What follows belongs to an exercise in optimizing a design on an open flow for small area; a production flow would make more cautious choices.
Function was checked by simulation only, so behaviour that the tests miss may differ from the original.
Power is estimated from default activity; no workload was simulated.

// pe_tile_new_unq1
module pe_tile_new_unq1 (
clk_in,
config_addr,
config_data,
config_read,
config_write,
out_BUS1_S0_T0,
in_BUS1_S0_T0,
out_BUS1_S0_T1,
in_BUS1_S0_T1,
out_BUS1_S0_T2,
in_BUS1_S0_T2,
out_BUS1_S0_T3,
in_BUS1_S0_T3,
out_BUS1_S0_T4,
in_BUS1_S0_T4,
out_BUS1_S1_T0,
in_BUS1_S1_T0,
out_BUS1_S1_T1,
in_BUS1_S1_T1,
out_BUS1_S1_T2,
in_BUS1_S1_T2,
out_BUS1_S1_T3,
in_BUS1_S1_T3,
out_BUS1_S1_T4,
in_BUS1_S1_T4,
out_BUS1_S2_T0,
in_BUS1_S2_T0,
out_BUS1_S2_T1,
in_BUS1_S2_T1,
out_BUS1_S2_T2,
in_BUS1_S2_T2,
out_BUS1_S2_T3,
in_BUS1_S2_T3,
out_BUS1_S2_T4,
in_BUS1_S2_T4,
out_BUS1_S3_T0,
in_BUS1_S3_T0,
out_BUS1_S3_T1,
in_BUS1_S3_T1,
out_BUS1_S3_T2,
in_BUS1_S3_T2,
out_BUS1_S3_T3,
in_BUS1_S3_T3,
out_BUS1_S3_T4,
in_BUS1_S3_T4,
out_BUS16_S0_T0,
in_BUS16_S0_T0,
out_BUS16_S0_T1,
in_BUS16_S0_T1,
out_BUS16_S0_T2,
in_BUS16_S0_T2,
out_BUS16_S0_T3,
in_BUS16_S0_T3,
out_BUS16_S0_T4,
in_BUS16_S0_T4,
out_BUS16_S1_T0,
in_BUS16_S1_T0,
out_BUS16_S1_T1,
in_BUS16_S1_T1,
out_BUS16_S1_T2,
in_BUS16_S1_T2,
out_BUS16_S1_T3,
in_BUS16_S1_T3,
out_BUS16_S1_T4,
in_BUS16_S1_T4,
out_BUS16_S2_T0,
in_BUS16_S2_T0,
out_BUS16_S2_T1,
in_BUS16_S2_T1,
out_BUS16_S2_T2,
in_BUS16_S2_T2,
out_BUS16_S2_T3,
in_BUS16_S2_T3,
out_BUS16_S2_T4,
in_BUS16_S2_T4,
out_BUS16_S3_T0,
in_BUS16_S3_T0,
out_BUS16_S3_T1,
in_BUS16_S3_T1,
out_BUS16_S3_T2,
in_BUS16_S3_T2,
out_BUS16_S3_T3,
in_BUS16_S3_T3,
out_BUS16_S3_T4,
in_BUS16_S3_T4,
gin_0,
gin_1,
gin_2,
gin_3,
gout,
reset,
tile_id,
read_data
);
clock: 30.0 ns
lec_check: 0
cap_margin: 20
core_margin: 2
core_utilization: 40
slew_margin: 20
standard.sh (not shown) runs the stock make flow with config.mk's settings and CLKGATE_MAP_FILE= SYNTH_SCRIPT=/design/flow/synth_recipe.tcl, a recipe that flattens the netlist after the stock synthesis.
==> flow/flow/run.sh <==
#!/bin/bash
# Standard ORFS layout (standard.sh, unchanged synthesis) with two changes:
# - port buffers are buf_1 cells;
# - clock tree synthesis uses clkbuf_16 buffers, sink clusters of up to 20
#   flip-flops and no dummy loads.
# Each tool's output is logged under orfs/logs; make's own output goes to
# make.log here.
set -euo pipefail
export BUFFER_PORTS_ARGS="-buffer_cell sky130_fd_sc_hd__buf_1"
export CTS_ARGS="-sink_clustering_enable -repair_clock_nets -dont_use_dummy_load -buf_list sky130_fd_sc_hd__clkbuf_16 -sink_clustering_size 20 -sink_clustering_max_diameter 60"
bash standard.sh "BUFFER_PORTS_ARGS=$BUFFER_PORTS_ARGS" "CTS_ARGS=$CTS_ARGS" finish > make.log 2>&1
The first run went through all stages and came out clean.
Rerun with:
==> flow/flow/run.sh (replaced) <==
#!/bin/bash
# Standard ORFS layout (standard.sh, unchanged synthesis) with two changes:
# - port buffers are buf_1 cells;
# - clock tree synthesis uses clkbuf_8 buffers, sink clusters of up to 14
#   flip-flops and no dummy loads.
# Each tool's output is logged under orfs/logs; make's own output goes to
# make.log here.
set -euo pipefail
export BUFFER_PORTS_ARGS="-buffer_cell sky130_fd_sc_hd__buf_1"
export CTS_ARGS="-sink_clustering_enable -repair_clock_nets -dont_use_dummy_load -buf_list sky130_fd_sc_hd__clkbuf_8 -sink_clustering_size 14 -sink_clustering_max_diameter 50"
bash standard.sh "BUFFER_PORTS_ARGS=$BUFFER_PORTS_ARGS" "CTS_ARGS=$CTS_ARGS" finish > make.log 2>&1
Outcome: The changed run completed with no timing, DRC or antenna violations. Flip-flop and latch count stays the same. Setup slack improves by 0.29 ns. Synthesized cell count stays the same. Synthesized area stays the same. Routed wire length hardly moves.
Rerun with:
==> flow/flow/run.sh (replaced) <==
#!/bin/bash
# Standard ORFS layout (standard.sh, unchanged synthesis) with two changes:
# - port buffers are buf_1 cells;
# - clock tree synthesis uses clkbuf_4 buffers, sink clusters of up to 8
#   flip-flops and no dummy loads.
# Each tool's output is logged under orfs/logs; make's own output goes to
# make.log here.
set -euo pipefail
export BUFFER_PORTS_ARGS="-buffer_cell sky130_fd_sc_hd__buf_1"
export CTS_ARGS="-sink_clustering_enable -repair_clock_nets -dont_use_dummy_load -buf_list sky130_fd_sc_hd__clkbuf_4 -sink_clustering_size 8 -sink_clustering_max_diameter 40"
bash standard.sh "BUFFER_PORTS_ARGS=$BUFFER_PORTS_ARGS" "CTS_ARGS=$CTS_ARGS" finish > make.log 2>&1
The new run completed with no timing, DRC or antenna violations.
Clock power went down by 8.0%.
Die area does not change.
Final area went down by 0.36%.
Fmax is about the same.
Total power went down by 2.6%.
Rerun with:
==> flow/flow/run.sh (replaced) <==
#!/bin/bash
# Standard ORFS layout (standard.sh, unchanged synthesis) with two changes:
# - port buffers are buf_1 cells;
# - clock tree synthesis uses clkbuf_16 buffers, sink clusters of up to 20
#   flip-flops and no dummy loads.
# Each tool's output is logged under orfs/logs; make's own output goes to
# make.log here.
set -euo pipefail
export BUFFER_PORTS_ARGS="-buffer_cell sky130_fd_sc_hd__buf_1"
export CTS_ARGS="-sink_clustering_enable -repair_clock_nets -dont_use_dummy_load -buf_list sky130_fd_sc_hd__clkbuf_16 -sink_clustering_size 20 -sink_clustering_max_diameter 60"
bash standard.sh "BUFFER_PORTS_ARGS=$BUFFER_PORTS_ARGS" "CTS_ARGS=$CTS_ARGS" finish > make.log 2>&1
--- a/flow/config.mk
+++ b/flow/config.mk
@@ -6,6 +6,6 @@
 export NUM_CORES = 4
 export LEC_CHECK = 0
-export CAP_MARGIN = 20
+export CAP_MARGIN = 10
 export CORE_MARGIN = 2
 export CORE_UTILIZATION = 40
-export SLEW_MARGIN = 20
+export SLEW_MARGIN = 10
Effect: The new run completed and failed the layout checks on capacitance limit, slew limit. Clock-buffer cell count drops by 73. Power rose by 8.6%. Maximum frequency came out higher by 0.34%. Clock skew goes down by 0.070 ns. Cell count is lower by 0.99%. Area after synthesis does not change. Clock power increases by 29%. Global-route usage is lower by 0.27 points. Critical path depth drops by 2. Core utilization climbs by 0.41 points. Sequential cell count is unchanged.

[afterwards: timing with drivers on the ports]
No port has a modelled driver above. Below, the same layouts with a new extraction and two added sets of constraints. Step 1, drivers: a clkbuf_16 drives clk_in and a buf_2 each remaining input, both assumed. Step 2, shift: input delay + t, output delay - t, t = (earliest + latest rising clock arrival at the registers) / 2. This alone moves slack from input paths to output paths. Three values: no drivers, after step 1, after step 2; two values: the first two.
| run | t, ns | setup slack, ns | hold slack, ns | worst setup path after step 2 | cell pins on the clock port's net |
|---|---|---|---|---|---|
| the first run | 0.740 | 2.469 / 2.420 / 2.420 | 0.460 / 0.460 / 0.460 | input to output | 1 |
| the second run | 0.910 | 2.759 / 2.710 / 2.710 | 0.453 / 0.453 / 0.453 | input to output | 1 |
| the third run | 1.240 | 2.721 / 2.678 / 2.678 | 0.462 / 0.462 / 0.462 | input to output | 1 |
| the fourth run | 0.750 | 2.813 / 2.765 / 2.765 | 0.458 / 0.458 / 0.458 | input to output | 1 |
